This design comes from an exercise in tuning for small area on the open sky130 flow, not from production work.
The RTL was checked by simulation tests, not by an equivalence proof against the original design.
Power is estimated from default activity; no workload was simulated.

==> inputs of v6 <==
==> flow/design.v <==
module axi_lite_slave #(
    parameter ADDR_WIDTH = 4,
    parameter DATA_WIDTH = 32,
    parameter CLK_FREQ_HZ = 100_000_000,
    parameter NUM_LEDS = 4
) (
    input  wire                     S_AXI_ACLK,
    input  wire                     S_AXI_ARESETN,
    input  wire [ADDR_WIDTH-1:0]    S_AXI_AWADDR,
    input  wire [2:0]               S_AXI_AWPROT,
    input  wire                     S_AXI_AWVALID,
    output wire                     S_AXI_AWREADY,
    input  wire [DATA_WIDTH-1:0]    S_AXI_WDATA,
    input  wire [DATA_WIDTH/8-1:0]  S_AXI_WSTRB,
    input  wire                     S_AXI_WVALID,
    output wire                     S_AXI_WREADY,
    output wire [1:0]               S_AXI_BRESP,
    output wire                     S_AXI_BVALID,
    input  wire                     S_AXI_BREADY,
    input  wire [ADDR_WIDTH-1:0]    S_AXI_ARADDR,
    input  wire [2:0]               S_AXI_ARPROT,
    input  wire                     S_AXI_ARVALID,
    output wire                     S_AXI_ARREADY,
    output wire [DATA_WIDTH-1:0]    S_AXI_RDATA,
    output wire [1:0]               S_AXI_RRESP,
    output wire                     S_AXI_RVALID,
    input  wire                     S_AXI_RREADY,
    output wire [NUM_LEDS-1:0]      LED,
    output wire [6:0]               SEG_CATHODE,
    output wire [3:0]               SEG_ANODE,
    output wire                     IRQ_OUT,
    input  wire                     EXT_IRQ_IN
);
    wire clk   = S_AXI_ACLK;
    wire rst_n = S_AXI_ARESETN;
    reg        awready_r, wready_r, bvalid_r, both_r;
    reg        wr_c1, wr_c2;           
    reg [1:0]  wr_addr;                
    reg [31:0] wr_data;
    reg [3:0]  wr_strb;
    wire w_idle = (awready_r == wready_r) & ~bvalid_r & ~both_r;
    wire w_addr = ~awready_r & wready_r;
    wire w_data = awready_r & ~wready_r;
    wire w_take_a = (w_idle | w_data) & S_AXI_AWVALID;
    wire w_take_d = (w_idle | w_addr) & S_AXI_WVALID;
    always @(posedge clk) begin
        if (!rst_n) begin
            awready_r <= 1'b0;
            wready_r  <= 1'b0;
            bvalid_r  <= 1'b0;
            both_r    <= 1'b0;
            wr_c1     <= 1'b0;
            wr_c2     <= 1'b0;
        end else begin
            awready_r <= (w_idle | w_data) & ~S_AXI_AWVALID;
            wready_r  <= (w_idle | w_addr) & ~S_AXI_WVALID;
            both_r    <= (w_idle & S_AXI_AWVALID & S_AXI_WVALID) |
                         (w_addr & S_AXI_WVALID) | (w_data & S_AXI_AWVALID);
            bvalid_r  <= both_r | (bvalid_r & ~S_AXI_BREADY);
            wr_c1     <= both_r;
            wr_c2     <= wr_c1;
        end
    end
    always @(posedge clk) begin
        if (w_take_a) wr_addr <= S_AXI_AWADDR[3:2];
        if (w_take_d) begin
            wr_data <= S_AXI_WDATA;
            wr_strb <= S_AXI_WSTRB;
        end
    end
    assign S_AXI_AWREADY = awready_r;
    assign S_AXI_WREADY  = wready_r;
    assign S_AXI_BVALID  = bvalid_r;
    assign S_AXI_BRESP   = 2'b00;
    reg  [31:0] reg_led, reg_seg, reg_rsv;
    wire [3:0]  be_led = wr_strb & {4{wr_c2 & (wr_addr == 2'd0)}};
    wire [3:0]  be_seg = wr_strb & {4{wr_c2 & (wr_addr == 2'd1)}};
    wire [3:0]  be_rsv = wr_strb & {4{wr_c2 & (wr_addr == 2'd3)}};
    function [31:0] merge(input [31:0] cur, input [31:0] upd, input [3:0] be);
        integer i;
        begin
            for (i = 0; i < 4; i = i + 1)
                merge[8*i +: 8] = be[i] ? upd[8*i +: 8] : cur[8*i +: 8];
        end
    endfunction
    wire [31:0] seg_next = merge(reg_seg, wr_data, be_seg);
    always @(posedge clk) begin
        if (!rst_n) begin
            reg_led <= 32'h0;
            reg_seg <= 32'h0;
            reg_rsv <= 32'h0;
        end else begin
            reg_led <= merge(reg_led, wr_data, be_led);
            reg_seg <= seg_next;
            reg_rsv <= merge(reg_rsv, wr_data, be_rsv);
        end
    end
    reg  irq_status, irq_status_d;
    wire irq_pulse;
    wire irq_clr = wr_c1 & (wr_addr == 2'd2) & wr_strb[0] & wr_data[0];
    always @(posedge clk) begin
        if (!rst_n)
            irq_status <= 1'b0;
        else if (irq_clr)
            irq_status <= 1'b0;
        else if (irq_pulse)
            irq_status <= 1'b1;
        irq_status_d <= irq_status;
    end
    assign IRQ_OUT = irq_status;
    reg        arready_r, rvalid_r, rd_p1, rd_p2;
    reg [1:0]  rd_addr;
    reg [31:0] rdata_r;
    wire r_idle = ~rvalid_r & ~rd_p1 & ~rd_p2;
    always @(posedge clk) begin
        if (!rst_n) begin
            arready_r <= 1'b0;
            rvalid_r  <= 1'b0;
            rd_p1     <= 1'b0;
            rd_p2     <= 1'b0;
        end else begin
            arready_r <= r_idle & ~S_AXI_ARVALID;
            rd_p1     <= r_idle & S_AXI_ARVALID;
            rd_p2     <= rd_p1;
            rvalid_r  <= rd_p2 | (rvalid_r & ~S_AXI_RREADY);
        end
    end
    always @(posedge clk) begin
        if (r_idle & S_AXI_ARVALID) rd_addr <= S_AXI_ARADDR[3:2];
    end
    reg [31:0] rd_sel;
    always @(*) begin
        case (rd_addr)
            2'd0:    rd_sel = reg_led;
            2'd1:    rd_sel = reg_seg;
            2'd2:    rd_sel = {31'h0, irq_status_d};
            default: rd_sel = reg_rsv;
        endcase
    end
    always @(posedge clk) begin
        if (!rst_n)
            rdata_r <= 32'h0;
        else if (rd_p2)
            rdata_r <= rd_sel;
    end
    assign S_AXI_ARREADY = arready_r;
    assign S_AXI_RVALID  = rvalid_r;
    assign S_AXI_RDATA   = rdata_r;
    assign S_AXI_RRESP   = 2'b00;
    assign LED = reg_led[NUM_LEDS-1:0];
    localparam [20:0] DB_INV = 21'h155555;
    reg        ext_s1, ext_s2, ext_stable, ext_d1, ext_pulse;
    reg [20:0] db_cnt;
    wire [20:0] db_lfsr = db_cnt ^ DB_INV;
    wire       db_diff = ext_s2 ^ ext_stable;
    wire       db_done = (db_lfsr == 21'h0AFAD4);
    wire [20:0] db_step = {db_lfsr[19:0], ~(db_lfsr[20] ^ db_lfsr[18])};
    always @(posedge clk) begin
        if (!rst_n) begin
            ext_s1     <= 1'b0;
            ext_s2     <= 1'b0;
            ext_stable <= 1'b0;
            ext_pulse  <= 1'b0;
            db_cnt     <= DB_INV;
        end else begin
            ext_s1    <= EXT_IRQ_IN;
            ext_s2    <= ext_s1;
            ext_pulse <= ext_stable & ~ext_d1;
            if (db_diff & db_done)
                ext_stable <= ext_s2;
            if (db_diff & ~db_done)
                db_cnt <= db_step ^ DB_INV;
            else
                db_cnt <= DB_INV;
        end
    end
    always @(posedge clk) ext_d1 <= ext_stable;
    assign irq_pulse = ext_pulse;
    localparam [14:0] SC_INV = 15'h5555;
    reg [14:0] seg_cnt;
    reg [1:0]  digit_sel;
    wire [14:0] seg_lfsr = seg_cnt ^ SC_INV;
    wire       seg_wrap = (seg_lfsr == 15'h77B9);
    always @(posedge clk) begin
        if (!rst_n) begin
            seg_cnt   <= SC_INV;
            digit_sel <= 2'b00;
        end else if (seg_wrap) begin
            seg_cnt   <= SC_INV;
            digit_sel <= {digit_sel[0], ~digit_sel[1]};
        end else begin
            seg_cnt   <= {seg_lfsr[13:0], ~(seg_lfsr[14] ^ seg_lfsr[13])} ^ SC_INV;
        end
    end
    reg [3:0] cur_digit;
    reg [6:0] cathode;
    reg [3:0] anode;
    always @(*) begin
        case (digit_sel)
            2'b00:   cur_digit = seg_next[3:0];
            2'b01:   cur_digit = seg_next[7:4];
            2'b11:   cur_digit = seg_next[11:8];
            default: cur_digit = seg_next[15:12];
        endcase
    end
    always @(*) begin
        case (cur_digit)
            4'h0: cathode = 7'b1000000;
            4'h1: cathode = 7'b1111001;
            4'h2: cathode = 7'b0100100;
            4'h3: cathode = 7'b0110000;
            4'h4: cathode = 7'b0011001;
            4'h5: cathode = 7'b0010010;
            4'h6: cathode = 7'b0000010;
            4'h7: cathode = 7'b1111000;
            4'h8: cathode = 7'b0000000;
            4'h9: cathode = 7'b0010000;
            4'hA: cathode = 7'b0001000;
            4'hB: cathode = 7'b0000011;
            4'hC: cathode = 7'b1000110;
            4'hD: cathode = 7'b0100001;
            4'hE: cathode = 7'b0000110;
            default: cathode = 7'b0001110;
        endcase
    end
    always @(*) begin
        case (digit_sel)
            2'b00:   anode = 4'b1110;
            2'b01:   anode = 4'b1101;
            2'b11:   anode = 4'b1011;
            default: anode = 4'b0111;
        endcase
    end
    assign SEG_CATHODE = cathode;
    assign SEG_ANODE   = anode;
endmodule
==> flow/flow/run.sh <==
#!/bin/bash
# Layout flow: the standard ORFS flow (standard.sh, unchanged synthesis)
# with two changes that only affect buffering:
#  * every input and output port still gets its own buffer, but a
#    sky130_fd_sc_hd__buf_1 instead of the resizer's default choice;
#  * clock tree synthesis clusters up to 30 sinks per leaf buffer and does
#    not insert dummy loads.
# The make output goes to orfs_flow.log here; ORFS keeps each step's log
# under orfs/logs/.
set -euo pipefail
W=$(pwd)
bash standard.sh \
  "BUFFER_PORTS_ARGS=-buffer_cell sky130_fd_sc_hd__buf_1" \
  "CTS_ARGS=-sink_clustering_enable -repair_clock_nets -dont_use_dummy_load -buf_list sky130_fd_sc_hd__clkbuf_16 -sink_clustering_size 30 -sink_clustering_max_diameter 60" \
  finish > "$W/orfs_flow.log" 2>&1
==> flow/standard.sh <==
#!/bin/bash
# synth_recipe.tcl (not shown) runs the flow's synth.tcl, then flattens the netlist and writes it again
# the make line also repeats each setting of config.mk as NAME=value (left out here)
make -C /OpenROAD-flow-scripts/flow DESIGN_CONFIG=/design/flow/config.mk WORK_HOME=/design/flow/orfs CLKGATE_MAP_FILE= SYNTH_SCRIPT=/design/flow/synth_recipe.tcl "${@:-finish}"
==> flow/config.mk <==
export PLATFORM = sky130hd
export DESIGN_NAME = axi_lite_slave
export DESIGN_NICKNAME = axi_lite_slave
export VERILOG_FILES = /design/flow/design.v
export SDC_FILE = /design/flow/constraint.sdc
export NUM_CORES = 4
export LEC_CHECK = 0
export ABC_AREA = 1
export CAP_MARGIN = 20
export CORE_MARGIN = 2
export CORE_UTILIZATION = 70
export SLEW_MARGIN = 20
==> flow/constraint.sdc <==
create_clock -name core_clock -period 10.0 [get_ports {S_AXI_ACLK}]
set_input_delay 2.0000 -clock core_clock [delete_from_list [all_inputs] [get_ports {S_AXI_ACLK}]]
set_output_delay 2.0000 -clock core_clock [all_outputs]
set_load 0.01 [all_outputs]
==> inputs of v14, as changes to v6 <==
--- a/flow/design.v
+++ b/flow/design.v
@@ -77,22 +77,17 @@
     wire [3:0]  be_seg = wr_strb & {4{wr_c2 & (wr_addr == 2'd1)}};
     wire [3:0]  be_rsv = wr_strb & {4{wr_c2 & (wr_addr == 2'd3)}};
-    function [31:0] merge(input [31:0] cur, input [31:0] upd, input [3:0] be);
+    function [31:0] upd(input [31:0] cur, input [31:0] nd, input [3:0] be, input rn);
         integer i;
         begin
             for (i = 0; i < 4; i = i + 1)
-                merge[8*i +: 8] = be[i] ? upd[8*i +: 8] : cur[8*i +: 8];
+                upd[8*i +: 8] = (nd[8*i +: 8] & {8{be[i] & rn}}) |
+                                (cur[8*i +: 8] & {8{~be[i] & rn}});
         end
     endfunction
-    wire [31:0] seg_next = merge(reg_seg, wr_data, be_seg);
-    always @(posedge clk) begin
-        if (!rst_n) begin
-            reg_led <= 32'h0;
-            reg_seg <= 32'h0;
-            reg_rsv <= 32'h0;
-        end else begin
-            reg_led <= merge(reg_led, wr_data, be_led);
-            reg_seg <= seg_next;
-            reg_rsv <= merge(reg_rsv, wr_data, be_rsv);
-        end
+    wire [31:0] seg_next = upd(reg_seg, wr_data, be_seg, rst_n);
+    always @(posedge clk) begin
+        reg_led <= upd(reg_led, wr_data, be_led, rst_n);
+        reg_seg <= seg_next;
+        reg_rsv <= upd(reg_rsv, wr_data, be_rsv, rst_n);
     end
     reg  irq_status, irq_status_d;
@@ -129,18 +124,13 @@
         if (r_idle & S_AXI_ARVALID) rd_addr <= S_AXI_ARADDR[3:2];
     end
-    reg [31:0] rd_sel;
-    always @(*) begin
-        case (rd_addr)
-            2'd0:    rd_sel = reg_led;
-            2'd1:    rd_sel = reg_seg;
-            2'd2:    rd_sel = {31'h0, irq_status_d};
-            default: rd_sel = reg_rsv;
-        endcase
-    end
-    always @(posedge clk) begin
-        if (!rst_n)
-            rdata_r <= 32'h0;
-        else if (rd_p2)
-            rdata_r <= rd_sel;
+    wire rd_ld   = rd_p2 & rst_n;
+    wire rd_keep = ~rd_p2 & rst_n;
+    wire [31:0] rd_s0 = {32{rd_ld & (rd_addr == 2'd0)}};
+    wire [31:0] rd_s1 = {32{rd_ld & (rd_addr == 2'd1)}};
+    wire        rd_s2 = rd_ld & (rd_addr == 2'd2);
+    wire [31:0] rd_s3 = {32{rd_ld & (rd_addr == 2'd3)}};
+    always @(posedge clk) begin
+        rdata_r <= (rd_s0 & reg_led) | (rd_s1 & reg_seg) | (rd_s3 & reg_rsv) |
+                   {31'h0, rd_s2 & irq_status_d} | ({32{rd_keep}} & rdata_r);
     end
     assign S_AXI_ARREADY = arready_r;
==> flow/flow/run.sh (replaced) <==
#!/bin/bash
# Layout flow: the standard ORFS flow (standard.sh) with changes that
# only affect combinational mapping and buffering; the registers, their
# names and their cell types are those of the standard synthesis.
#  * Synthesis: ABC maps with an area-oriented script (abc_area.script in
#    this folder) instead of ORFS's, and Yosys's half/full-adder extraction
#    is skipped (ADDER_MAP_FILE empty), so ABC maps that logic too.  ORFS's
#    scripts are copied to ./scripts with only abc_area.script replaced.
#  * Every input and output port gets its own sky130_fd_sc_hd__buf_1.
#  * Clock tree synthesis: clkbuf_8 buffers, up to 16 sinks per leaf
#    cluster, no dummy loads.
# The make output goes to orfs_flow.log here; ORFS keeps each step's log
# under orfs/logs/.
set -euo pipefail
W=$(pwd)
HERE=$(cd "$(dirname "$0")" && pwd)
rm -rf "$W/scripts"
cp -r "$FLOW_HOME/scripts" "$W/scripts"
cp "$HERE/abc_area.script" "$W/scripts/abc_area.script"
bash standard.sh \
  "SCRIPTS_DIR=$W/scripts" \
  "ADDER_MAP_FILE=" \
  "BUFFER_PORTS_ARGS=-buffer_cell sky130_fd_sc_hd__buf_1" \
  "CTS_ARGS=-sink_clustering_enable -repair_clock_nets -dont_use_dummy_load -buf_list sky130_fd_sc_hd__clkbuf_8 -sink_clustering_size 18 -sink_clustering_max_diameter 50" \
  finish > "$W/orfs_flow.log" 2>&1
==> flow/flow/abc_area.script (new file) <==
strash
&get -n
&dch -f
&nf -R 1000 -p
&put
topo
--- a/flow/config.mk
+++ b/flow/config.mk
@@ -9,4 +9,4 @@
 export CAP_MARGIN = 20
 export CORE_MARGIN = 2
-export CORE_UTILIZATION = 70
+export CORE_UTILIZATION = 75
 export SLEW_MARGIN = 20
==> flow_metrics.py <==
metrics = {
    "yosys": {
        "synthCells": 999,
    },
    "floorplan": {
        "core_um2": 12000,
        "initial_core_util_pct": 71.4,
    },
    "layout": {
        "final_common_cell": "nand2_1",
        "areaGrowthSynthToFinish_pct": 9.03,
        "fin_nets": 1135,
    },
    "outcome": {
        "outcome": "timing/DRC/antenna clean",
    },
    "pwr": {
        "p_clk_share_pct": 33.4,
    },
    "routing": {
        "wl_met3_mm": 1.40,
    },
    "global_routing": {
        "gr-usage-met2_pct": 44.7,
    },
}
# the run above: v6

==> flow_metrics.py <==
metrics = {
    "layout": {
        "areaGrowthSynthToFinish_pct": 10.5,
        "final_common_cell": "dfxtp_1",
    },
    "routing": {
        "route.detailed.drc": 0,
    },
    "global_routing": {
        "gr-usage-met2_pct": 55.1,
    },
    "outcome": {
        "outcome": "timing/DRC/antenna clean",
    },
    "yosys": {
        "synthCells": 608,
    },
    "setup_path": {
        "cp-start-kind": "primary input",
    },
    "pwr": {
        "p_clk_share_pct": 28.6,
    },
    "floorplan": {
        "core_um2": 9330,
        "initial_core_util_pct": 77.9,
    },
}
# the run above: v14

==> port drivers added, routing unchanged <==
The results above use ideal ports. As a check the final layouts listed here were re-extracted and re-timed, cells and wires unchanged.
Step 1 sets driving cells, clkbuf_16 on the clock port and buf_2 on the other inputs (assumed; they add their load-dependent delay and slew).
Step 2 also shifts input and output timing later by t, the mid clock arrival at the registers, as if the neighbouring blocks saw the same clock.
Slacks: ideal / step 1 / step 2; pairs: ideal / step 1.
| run | t (ns) | setup slack, ns | clock arrival spread, ns | worst register clock-pin slew, ns | worst slew at a driven data input, ns |
|---|---|---|---|---|---|
| v6 | 0.496 | 4.973 / 4.931 / 5.428 | 0.035 / 0.035 | 0.09 / 0.09 | 0.05 |
| v14 | 0.518 | 2.988 / 2.967 / 2.967 | 0.039 / 0.040 | 0.11 / 0.11 | 0.05 |
After both steps every run listed still meets setup and hold. The setup slack of v14, which loses most, moves by -0.021 ns with the drivers and by -0.021 ns with both steps.
